This design comes from an exercise in tuning for a short achievable clock period and few clock cycles on the open sky130 flow, not from production work.
Function was checked by simulation only, so behaviour that the tests miss may differ from the original.

$ cat run.sh
#!/bin/bash
# synth_recipe.tcl (not shown) runs the flow's synth.tcl, then flattens the netlist and writes it again
# the make line also repeats each setting of config.mk as NAME=value (left out here)
make -C /OpenROAD-flow-scripts/flow DESIGN_CONFIG=/design/flow/config.mk WORK_HOME=/design/flow/orfs CLKGATE_MAP_FILE= SYNTH_SCRIPT=/design/flow/synth_recipe.tcl finish
$ cat config.mk
export PLATFORM = sky130hd
export DESIGN_NAME = tiny16
export DESIGN_NICKNAME = tiny16
export VERILOG_FILES = /design/flow/design.v
export SDC_FILE = /design/flow/constraint.sdc
export NUM_CORES = 4
export LEC_CHECK = 0
export CAP_MARGIN = 20
export CORE_MARGIN = 2
export CORE_UTILIZATION = 40
export SLEW_MARGIN = 20
$ cat constraint.sdc
create_clock -name core_clock -period 52.0 [get_ports {CLK}]
set_input_delay 10.4000 -clock core_clock [delete_from_list [all_inputs] [get_ports {CLK}]]
set_output_delay 10.4000 -clock core_clock [all_outputs]
set_load 0.01 [all_outputs]
$ cat design.v
module tiny16 (
    input  CLK,             
    input  RST,             
    input  [7:0] IN,        
    output [7:0] OUT,       
    output OUT_EN,
    output USBPU,           
    output HALTED,          
    output [15:0] MEM_ADDR,   
    output MEM_WE,            
    output [15:0] MEM_WDATA,  
    input  [15:0] MEM_RDATA   
);
    assign USBPU = 0;
    wire kbd_out_en;
    wire [15:0] bus_out;
    wire dsp_in_en;
    wire clk_1mhz = CLK;
    wire mem_addr_en;
    wire mem_in_en;
    wire mem_out_en;
    wire [15:0] mem_out;
    memory mem (
        .clk(clk_1mhz),
        .addr_en(mem_addr_en),
        .addr(bus_out),
        .in_en(mem_in_en),
        .in(bus_out),
        .out_en(mem_out_en),
        .out(mem_out),
        .mem_addr(MEM_ADDR),
        .mem_we(MEM_WE),
        .mem_wdata(MEM_WDATA),
        .mem_rdata(MEM_RDATA)
    );
    wire reg_in_en;
    wire reg_up_en;
    wire reg_lo_en;
    wire reg_pc_inc;
    wire reg_sp_inc;
    wire reg_sp_dec;
    wire reg_out_en;
    wire [3:0] reg_src_sel;
    wire [3:0] reg_dst_sel;
    wire [15:0] src;
    wire [15:0] dst;
    wire [15:0] reg_out;
    registers regs (
        .clk(clk_1mhz),
        .rst(RST),
        .src_sel(reg_src_sel),
        .dst_sel(reg_dst_sel),
        .in_en(reg_in_en),
        .up_en(reg_up_en),
        .lo_en(reg_lo_en),
        .pc_inc(reg_pc_inc),
        .sp_inc(reg_sp_inc),
        .sp_dec(reg_sp_dec),
        .in(bus_out),
        .src(src),
        .dst(dst),
        .out_en(reg_out_en),
        .out(reg_out)
    );
    wire [3:0] alu_opcode;
    wire alu_out_en;
    wire [3:0] alu_flags;
    wire [15:0] alu_out;
    alu alu (
        .clk(clk_1mhz),
        .rst(RST),
        .opcode(alu_opcode),
        .src1(dst),
        .src2(src),
        .out_en(alu_out_en),
        .out(alu_out),
        .flags(alu_flags)
    );
    wire ctl_out_en;
    wire [15:0] ctl_out;
    controller ctrl (
        .clk(clk_1mhz),
        .rst(RST),
        .in(bus_out),
        .flags(alu_flags),
        .alu_opcode(alu_opcode),
        .alu_out_en(alu_out_en),
        .mem_addr_en(mem_addr_en),
        .mem_in_en(mem_in_en),
        .mem_out_en(mem_out_en),
        .reg_src_sel(reg_src_sel),
        .reg_dst_sel(reg_dst_sel),
        .reg_in_en(reg_in_en),
        .reg_up_en(reg_up_en),
        .reg_lo_en(reg_lo_en),
        .reg_pc_inc(reg_pc_inc),
        .reg_sp_inc(reg_sp_inc),
        .reg_sp_dec(reg_sp_dec),
        .reg_out_en(reg_out_en),
        .ctl_out_en(ctl_out_en),
        .kbd_out_en(kbd_out_en),
        .dsp_in_en(dsp_in_en),
        .halted(HALTED),
        .out(ctl_out)
    );
    wire [15:0] kbd_out;
    keyboard kbd (
        .clk(clk_1mhz),
        .rst(RST),
        .in(IN),
        .out_en(kbd_out_en),
        .out(kbd_out)
    );
    bus bs (
        .clk(clk_1mhz),
        .rst(RST),
        .alu_out_en(alu_out_en),
        .alu_out(alu_out),
        .mem_out_en(mem_out_en),
        .mem_out(mem_out),
        .reg_out_en(reg_out_en),
        .reg_out(reg_out),
        .ctl_out_en(ctl_out_en),
        .ctl_out(ctl_out),
        .kbd_out_en(kbd_out_en),
        .kbd_out(kbd_out),
        .out(bus_out)
    );
    wire [7:0] dsp_out;
    display dsp (
        .clk(clk_1mhz),
        .rst(RST),
        .in_en(dsp_in_en),
        .in(bus_out),
        .out(dsp_out),
        .trigger(OUT_EN)
    );
    assign OUT = RST ? 8'h55 : dsp_out;
endmodule
module memory (
  input clk,
  input addr_en,
  input [15:0] addr,
  input in_en,
  input [15:0] in,
  input out_en,
  output [15:0] out,
  output [15:0] mem_addr,
  output mem_we,
  output [15:0] mem_wdata,
  input [15:0] mem_rdata
);
  reg [15:0] mar;
  assign mem_addr = addr_en ? addr : mar;
  assign mem_we = in_en;
  assign mem_wdata = in;
  assign out = mem_rdata;
  always @(posedge clk) begin
    if (addr_en) begin
      mar <= addr;
    end
  end
endmodule
module registers (
  input clk,
  input rst,  
  input [3:0] src_sel,
  input [3:0] dst_sel,
  input in_en,
  input up_en,
  input lo_en,
  input pc_inc,
  input sp_inc,
  input sp_dec,
  input [15:0] in,
  input out_en,
  output [15:0] out,
  output [15:0] src,
  output [15:0] dst
);
  parameter PC = 4'b0001;  
  parameter SP = 4'b0010;  
  parameter BA = 4'b0011;  
  parameter RA = 4'b0100;  
  reg [15:0] gpr[0:15];
  assign out = gpr[src_sel];
  assign src = gpr[src_sel];
  assign dst = gpr[dst_sel];
  always @(posedge clk or posedge rst) begin
    if (rst) begin
      gpr[0]  <= 16'h0000;
      gpr[1]  <= 16'h0000;
      gpr[2]  <= 16'h0100;
      gpr[3]  <= 16'h0000;
      gpr[4]  <= 16'h0000;
      gpr[5]  <= 16'h0000;
      gpr[6]  <= 16'h0000;
      gpr[7]  <= 16'h0000;
      gpr[8]  <= 16'h0000;
      gpr[9]  <= 16'h0000;
      gpr[10] <= 16'h0000;
      gpr[11] <= 16'h0000;
      gpr[12] <= 16'h0000;
      gpr[13] <= 16'h0000;
      gpr[14] <= 16'h0000;
      gpr[15] <= 16'h0000;
    end else begin
      if (dst_sel != 0) begin
        if (in_en) begin
            gpr[dst_sel] <= in;
          end
        if (up_en) begin
          gpr[dst_sel][15:8] <= in[7:0];
        end
        if (lo_en) begin
          gpr[dst_sel][7:0] <= in[7:0];
        end
      end
      if (pc_inc) begin
        gpr[PC] <= gpr[PC] + 1;
      end
      if (sp_inc) begin
        gpr[SP] <= gpr[SP] + 1;
      end
      if (sp_dec) begin
        gpr[SP] <= gpr[SP] - 1;
      end
    end
  end
endmodule
module alu (
  input clk,
  input rst,  
  input [3:0] opcode,
  input [15:0] src1,
  input [15:0] src2,
  input out_en,
  output [15:0] out,
  output reg [3:0] flags  
);
  wire [16:0] result;
  assign result = (opcode == 4'b0000) ? src1 + src2 :  
                  (opcode == 4'b0001) ? src1 - src2 :  
                  (opcode == 4'b0010) ? src1 + src2 + flags[2] :  
                  (opcode == 4'b0011) ? src1 - src2 - ~flags[2] :  
                  (opcode == 4'b0100) ? src1 * src2 :  
                  (opcode == 4'b0101) ? ((src2 == 0) ? 17'h0FFFF : src1 / src2) :  
                  (opcode == 4'b0110) ? ((src2 == 0) ? {1'b0, src1} : src1 % src2) :  
                  (opcode == 4'b1000) ? src1 & src2 :  
                  (opcode == 4'b1001) ? src1 | src2 :  
                  (opcode == 4'b1010) ? src1 ^ src2 :  
                  (opcode == 4'b1011) ?      ~ src2 :  
                  (opcode == 4'b1100) ? src1 <<< src2 :  
                  (opcode == 4'b1101) ? src1 >>> src2 :  
                  (opcode == 4'b1110) ? src1 << src2 :  
                  (opcode == 4'b1111) ? src1 >> src2 :  
                  17'b0;  
  assign out = result[15:0];
  always @(posedge clk or posedge rst) begin
    if (rst) begin
      flags <= 4'b0000;
    end else if (out_en) begin
      flags[3] <= (src1[15] == src2[15] && result[15] != src1[15]);  
      flags[2] <= result[16];         
      flags[1] <= result[15];         
      flags[0] <= result[15:0] == 0;  
    end
  end
endmodule
module step (
  input clk,
  input rst,  
  input step_reset,
  output reg [2:0] counter
);
  always @(posedge clk or posedge rst) begin
    if (rst) begin
      counter <= 3'b0;
    end else if (step_reset) begin
      counter <= 3'b0;
    end else begin
      counter <= counter + 1;
    end
  end
endmodule
module controller (
  input clk,
  input rst,
  input [15:0] in,
  input [3:0] flags,
  output reg [3:0] alu_opcode,
  output reg [3:0] reg_src_sel,
  output reg [3:0] reg_dst_sel,
  output reg alu_out_en,
  output reg mem_addr_en,
  output reg mem_in_en,
  output reg mem_out_en,
  output reg reg_in_en,
  output reg reg_up_en,
  output reg reg_lo_en,
  output reg reg_pc_inc,
  output reg reg_sp_inc,
  output reg reg_sp_dec,
  output reg reg_out_en,
  output reg ctl_out_en,
  output reg kbd_out_en,
  output reg dsp_in_en,
  output halted,
  output [15:0] out
);
  parameter PC = 4'b0001;  
  parameter SP = 4'b0010;  
  parameter BA = 4'b0011;  
  parameter RA = 4'b0100;  
  parameter RES = 4'b1111;  
  parameter ADD = 4'b0000;  
  parameter SUB = 4'b0001;  
  wire [2:0] counter;
  reg [15:0] inst;
  wire [3:0] opcode;
  wire [3:0] funct;
  wire [3:0] dst;
  wire [3:0] src;
  wire [4:0] alu_funct;
  wire imm;
  wire ind;
  assign opcode = inst[15:12];
  assign funct = inst[11:8];
  assign dst = inst[7:4];
  assign src = inst[3:0];
  assign out = (inst[15:14] == 1) ? inst[3:0] : inst[7:0];
  assign alu_funct = inst[13:10];
  assign imm = inst[9];
  assign ind = inst[8];
  wire step_reset;
  reg halt;
  assign halted = halt;
  assign step_reset = ((counter == 7) || halt) ? 1 : 0;
  step step (
   .clk(clk),
   .rst(rst),
   .step_reset(step_reset),
   .counter(counter)
  );
  always @(posedge clk or posedge rst) begin
    if (rst) begin
      halt <= 0;
    end else begin
      if (counter == 1) begin
        inst <= in;  
      end
      if (counter >= 3 && opcode == 0 && funct == 15) begin
        halt <= 1;
      end
    end
  end
  always @(*) begin
    alu_opcode = 4'b0000;
    reg_src_sel = 4'b0000;
    reg_dst_sel = 4'b0000;
    alu_out_en = 0;
    mem_addr_en = 0;
    mem_in_en = 0;
    mem_out_en = 0;
    reg_in_en = 0;
    reg_up_en = 0;
    reg_lo_en = 0;
    reg_pc_inc = 0;
    reg_sp_inc = 0;
    reg_sp_dec = 0;
    reg_out_en = 0;
    ctl_out_en = 0;
    kbd_out_en = 0;
    dsp_in_en = 0;
    case (counter)
      0 : begin
        reg_src_sel = PC;  
        reg_out_en = 1;   
        mem_addr_en = 1;  
      end
      1 : begin
        mem_out_en = 1;  
        reg_pc_inc = 1;  
      end
      2 : begin
      end
      default: begin
        case (opcode)
          0 : begin  
            case (funct)
              0 : begin  
              end
              1 : begin  
                case (counter)
                  3: begin
                    reg_dst_sel = dst;
                    kbd_out_en = 1;
                    reg_in_en = 1;
                  end
                endcase
              end
              2 : begin  
                case (counter)
                  3: begin
                    reg_src_sel = dst;
                    reg_out_en = 1;
                    dsp_in_en = 1;
                  end
                endcase
              end
              3 : begin  
              end
              4 : begin  
              end
              14 : begin  
              end
              15 : begin  
              end
              default: begin
              end
            endcase
          end
          1 : begin  
            case (counter)
              3: begin
                reg_dst_sel = funct;
                ctl_out_en = 1;
                reg_lo_en = 1;
              end
            endcase
          end
          2 : begin  
              case (counter)
                3 : begin
                  reg_dst_sel = funct;
                  ctl_out_en = 1;
                  reg_up_en = 1;
                end
              endcase
          end
          3 : begin  
            case (funct)
              0 : begin  
                case (counter)
                  3 : begin
                    reg_src_sel = src;
                    reg_dst_sel = dst;
                    reg_out_en = 1;
                    reg_in_en = 1;
                  end
                endcase
              end
              1 : begin  
                case (counter)
                  3 : begin
                    reg_src_sel = dst;
                    reg_dst_sel = src;
                    reg_out_en = 1;
                    reg_in_en = 1;
                  end
                endcase
              end
              2 : begin  
                reg_src_sel = src;
                reg_dst_sel = dst;
                case (counter)
                  3 : begin
                    reg_out_en = 1;
                    mem_addr_en = 1;
                  end
                  4 : begin
                    mem_out_en = 1;
                    reg_in_en = 1;
                  end
                endcase
              end
              3 : begin  
                case (counter)
                  3 : begin
                    reg_src_sel = src;
                    reg_out_en = 1;
                    mem_addr_en = 1;
                  end
                  4 : begin
                    reg_src_sel = dst;
                    reg_out_en = 1;
                    mem_in_en = 1;
                  end
                endcase
              end
            endcase
          end
          4,5,6,7 : begin  
            alu_opcode = alu_funct;
            reg_src_sel = src;
            reg_dst_sel = dst;
            if (imm) begin
              case (counter)
                3 : begin
                  reg_dst_sel = RES;
                  ctl_out_en = 1;
                  reg_in_en = 1;
                end
                4 : begin
                  reg_src_sel = RES;
                  reg_dst_sel = dst;
                  alu_out_en = 1;
                  reg_in_en = 1;
                end
              endcase
            end else begin
              if (ind) begin
                case (counter)
                  3 : begin
                    reg_out_en = 1;
                    mem_addr_en = 1;
                  end
                  4 : begin
                    reg_dst_sel = RES;
                    mem_out_en = 1;
                    reg_in_en = 1;
                  end
                  5 : begin
                    reg_src_sel = RES;
                    alu_out_en = 1;
                    reg_in_en = 1;
                  end
                endcase
              end else begin
                case (counter)
                  3 : begin
                    alu_out_en = 1;
                    reg_in_en = 1;
                  end
                endcase
              end
            end
          end
          8 : begin  
            case (counter)
              3 : begin  
                reg_src_sel = PC;
                reg_dst_sel = dst;
                reg_out_en = 1;
                reg_in_en = 1;
              end
              4 : begin  
                reg_src_sel = src;
                reg_dst_sel = PC;
                reg_out_en = 1;
                reg_in_en = 1;
              end
            endcase
          end
          9 : begin  
            case (counter)
              3 : begin
                reg_src_sel = src;
                reg_dst_sel = dst;
                alu_opcode = SUB;  
                alu_out_en = 1;
              end
              4 : begin
                if ((funct == 0 && flags[0]) ||  
                    (funct == 1 && ~flags[0]) ||  
                    (funct == 2 && flags[1]) ||  
                    (funct == 3 && ~flags[1]) ||  
                    (funct == 4 && flags[2]) ||  
                    (funct == 5 && ~flags[2]) ||  
                    (funct == 6 && flags[3]) ||  
                    (funct == 7 && ~flags[3])) begin  
                      reg_src_sel = BA;  
                      reg_dst_sel = PC;  
                      reg_out_en = 1;
                      reg_in_en = 1;
                end
              end
            endcase
          end
          10 : begin  
            case (funct)
              0 : begin  
                case (counter)
                  3 : begin
                    reg_sp_dec = 1;
                  end
                  4 : begin
                    reg_src_sel = SP;
                    reg_out_en = 1;
                    mem_addr_en = 1;
                  end
                  5 : begin
                    reg_src_sel = dst;
                    reg_out_en = 1;
                    mem_in_en = 1;
                  end
                endcase
              end
              1 : begin  
                case (counter)
                  3 : begin
                    reg_src_sel = SP;
                    reg_out_en = 1;
                    mem_addr_en = 1;
                  end
                  4 : begin
                    mem_out_en = 1;
                    reg_dst_sel = dst;
                    reg_in_en = 1;
                  end
                  5 : begin
                    reg_sp_inc = 1;
                  end
                endcase
              end
            endcase
          end
        endcase
      end
    endcase
  end
endmodule
module bus (
  input clk,
  input rst,
  input alu_out_en,
  input [15:0] alu_out,
  input mem_out_en,
  input [15:0] mem_out,
  input reg_out_en,
  input [15:0] reg_out,
  input ctl_out_en,
  input [15:0] ctl_out,
  input kbd_out_en,
  input [15:0] kbd_out,
  output [15:0] out
);
  assign out = rst ? 16'h0000 :
               alu_out_en ? alu_out :
               mem_out_en ? mem_out :
               reg_out_en ? reg_out :
               ctl_out_en ? ctl_out :
               kbd_out_en ? kbd_out :
               16'h0000;
endmodule
module keyboard (
  input clk,
  input rst,
  input out_en,
  input [7:0] in,
  output [15:0] out
);
  assign out = in[7] ? {9'b0, in[6:0]} : 16'h0000;
endmodule
module display (
  input clk,
  input rst,  
  input in_en,
  input [15:0] in,
  output reg [7:0] out,
  output reg trigger
);
  always @(posedge clk or posedge rst) begin
    if (rst) begin
      trigger <= 0;
      out <= 0;
    end else begin
      if (in_en) begin
        out <= in[7:0];
        trigger <= 1;
      end else begin
        trigger <= 0;
      end
    end
  end
endmodule
==> results.cfg <==
[clocking]
htreeDepth = 1
cts_tree = built
clk_pin_slew_ns = 0.06
cts_max_path_buffers = 3
clkLatencyLatePin_ns = 0.62
hold_buffers = 0
cts_root_buffer = clkbuf_16
numCtsBuffers = 30
clock_sinks = 305

[route]
ant_nets = 0
via_per_inst = 6.92
drt_iter0_markers = 6050
first_pass_iters = 9
drc = 0
wl_microns = 231000
wire_per_inst_microns = 36.3
vias = 44100

[synthesis]
synthSimpleGateAreaFrac_pct = 22.2
seq_area_frac_synth_pct = 20.1
syn-instance-count = 4904
ys_async_sr_fraction_pct = 89.5
synth_top_family_by_area = compound AO/OA/AOI/OAI gates
muxShareOfSynthArea_pct = 5.35
ys.flop_type = dfrtp_1
synthesis.area_sq_um = 38000
ys_ff_latch = 305
synth_edf_count = 16
syn_area_per_cell_sq_um = 7.74
ys_warn_count = 7
synth_cell_type_count = 133
synth-xor-area-share_pct = 3.83
synth_fa_ha_area_share_pct = 13.8
synth-compound-area-share_pct = 28.5

[worst_setup_path]
r2r_start = ctrl.step.counter[0]
crit_slowest_cell = a22oi_1
worstPathArrival_ns = 40.11
end_kind = output port
critPathKind = register to output port
path_common_cell = o21a_1
cp_max_fo = 23
required_ns = 41.60
slowest_delay_ns = 0.54
startpoint = ctrl.step.counter[0]
startpoint_type = register

[placed_design]
io_buffers = 68
place.gp.congestion = 1.10
place_hpwl_microns = 180000
place_area_sq_um = 42000
dpl.cell_count = 6276

[layout]
design_area_sq_um = 44400
seqCellArea_sq_um = 7630
drive_above_1_share_pct = 16.8
fillers = 9465
fin_nets = 5475
area_delta_synth_final_pct = 17.0
final-instance-count-excl-fill = 6382
multiInputGateArea_sq_um = 29300

[timing]
finalClockSkew_ns = 0.0315
fin_hold_ws_ns = 0.407
timing.final.crit_share_pct = 97.1
fmax_mhz = 19.8
slew_violations = 0
finalSetupViolCount = 0
worst_slew_pin_slew_ns = 1.23
slew_headroom_pct = 17.4
timing.final.hold_violations = 0
period_minus_slack_ns = 50.51

[outcome]
status = timing/DRC/antenna clean

[die]
dieArea_sq_um = 97400
coreArea_sq_um = 94600
num_rows = 113
pin_count = 70
start_util_pct = 40.2
die_width_microns = 312
die_y_microns = 312

[job]
cap_violations = 0

[worst_hold_path]
worstHoldPathType = register to register

[global_routing]
grt_max_degree = 87
grt-ovfl-total = 0
grt_util_all_layers_pct = 45.8
grt_pass1_vias = 41400
grt_antenna_before_repair = 10
grt_pass1_wl_microns = 321000
-- synth_stat cells (all sizes together) (59+ instances only) --
| cell | instances | area share (%) |
|---|---|---|
| mux2 | 96 | 2.9 |
| dfrtp | 272 | 18 |
| nor3 | 172 | 2.3 |
| mux2i | 90 | 2.4 |
| clkbuf | 201 | 2.0 |
| a21oi | 334 | 4.4 |
| nand4 | 67 | 1.1 |
| a22oi | 61 | 1.2 |
| a31oi | 61 | 1.1 |
| fa | 97 | 5.1 |
| a211oi | 78 | 1.6 |
| o211ai | 62 | 1.3 |
| buf | 114 | 1.5 |
| xnor2 | 101 | 2.3 |
| nor2 | 445 | 4.4 |
| o21a | 59 | 1.2 |
| o21ai | 304 | 4.1 |
| ha | 264 | 8.7 |
| nand3 | 172 | 2.3 |
| inv | 265 | 2.6 |
| nand2 | 546 | 5.4 |
-- path summary, 6_finish.rpt --
path                       cells after the start  slack, ns           to
min in group asynchronous                      3      10.57    async pin
setup reg to reg                             195      12.29     register
hold reg to reg                                0       0.41     register
setup / recovery                             194       1.49  MEM_ADDR[9]
hold / removal                                 0       0.41     register
max in group asynchronous                      5      39.33    async pin
-- critical path, delay by kind of cell (launching register included) --
family | cells | cell delay [ns]
AO/OA/AOI/OAI | 99 | 20.40
AND/OR/NAND/NOR | 58 | 9.57
adder cells (fa/ha/maj) | 17 | 4.93
buffers and inverters | 17 | 3.28
multiplexers | 3 | 0.82
flip-flops | 1 | 0.44
-- layout by cell type (no fill, tap or decap), drive strengths merged, types with 28 or more instances in the layout --
master	instances
a211oi	78
a21o	43
a21oi	334
a221oi	54
a22o	28
a22oi	61
a31oi	61
and2	32
and3	46
buf	398
clkbuf	43
clkdlybuf4s50	68
dfrtp	272
fa	97
ha	264
inv	269
mux2	96
mux2i	90
nand2	546
nand2b	31
nand3	172
nand4	67
nor2	445
nor2b	34
nor3	172
nor4	58
o211ai	62
o21a	59
o21ai	304
o21bai	30
o22a	33
o22ai	51
o31ai	40
or2	38
or3	45
xnor2	101
xor2	55
-- area by class of cell --
| cell class | count | share of cell area, % |
|---|---|---|
| Sequential cell | 305 | 17.2 |
| Clock buffer | 43 | 2.08 |
| Timing Repair Buffer | 466 | 8.51 |
| Inverter | 267 | 2.28 |
| Multi-Input combinational cell | 4018 | 65.8 |
| Antenna cell | 5 | 0.0282 |
| Clock inverter | 13 | 0.527 |
| Tap cell | 1265 | 3.56 |
-- cells by family (layout without fill, tap and decap cells) --
family	Yosys count	count (layout)
AO/OA/AOI/OAI	1546	1546
XOR/XNOR	160	160
adder cells (fa/ha/maj)	361	361
buffers and inverters	582	789
flip-flops	305	305
multiplexers	188	188
other	1	7
AND/OR/NAND/NOR	1761	1761
-- per-layer routing --
layer  vias to the layer above  track usage, %  wire [microns]
li1                      18600               -               -
met1                     21500            55.9           86000
met2                      3170            70.7          100000
met3                       888            10.1           23400
met4                         6            34.4           21500
met5                         -               0              69
-- stage by stage --
stage               util [%]  TNS [ns]  setup WS (ns)
CTS                     46.0         0         0.0951
global route            47.0     -8.54         -0.432
floorplan                  -         0          0.151
global placement        44.3    -0.137        -0.0923
detailed placement      44.4    -12.30         -0.721
finish                  47.0         0           1.49
-- what timing repair did --
| item | in CTS | in global routing |
|---|---|---|
| cloned | 0 | 0 |
| endpoints found under the setup margin | 32 | 32 |
| setup buffers | 11 | 34 |
| pin swaps | 9 | 40 |
| resized for setup | 58 | 163 |
Testbench counts, summed over its fixed seeds: cycles 229,616.

static timing again, ports no longer ideal:
How much do the figures lean on ideal ports? The routed layout below was timed once more, with nothing changed but the port constraints.
Step 1 (the two cells are an assumption about what drives the block):
set clk [get_ports {CLK}]
set_driving_cell -lib_cell sky130_fd_sc_hd__clkbuf_16 $clk
set_driving_cell -lib_cell sky130_fd_sc_hd__buf_2 [delete_from_list [all_inputs] $clk]
Step 2 adds t to the input delays and takes it off the output delays; t is the mean of the earliest and latest rising clock arrival at the registers after step 1. Input paths then give back, and output paths get back, about the clock's delay inside the block.
Slacks: ideal / step 1 / step 2; pairs: ideal / step 1.
t, ns: 0.668
slack for setup (ns): 1.492 / 1.429 / 2.097
worst setup path at the end: register to output
worst register clock-pin slew, ns: 0.07 / 0.07
After both steps this run still meets setup and hold. The setup slack of this run moves by -0.063 ns with the drivers and by +0.605 ns with both steps.
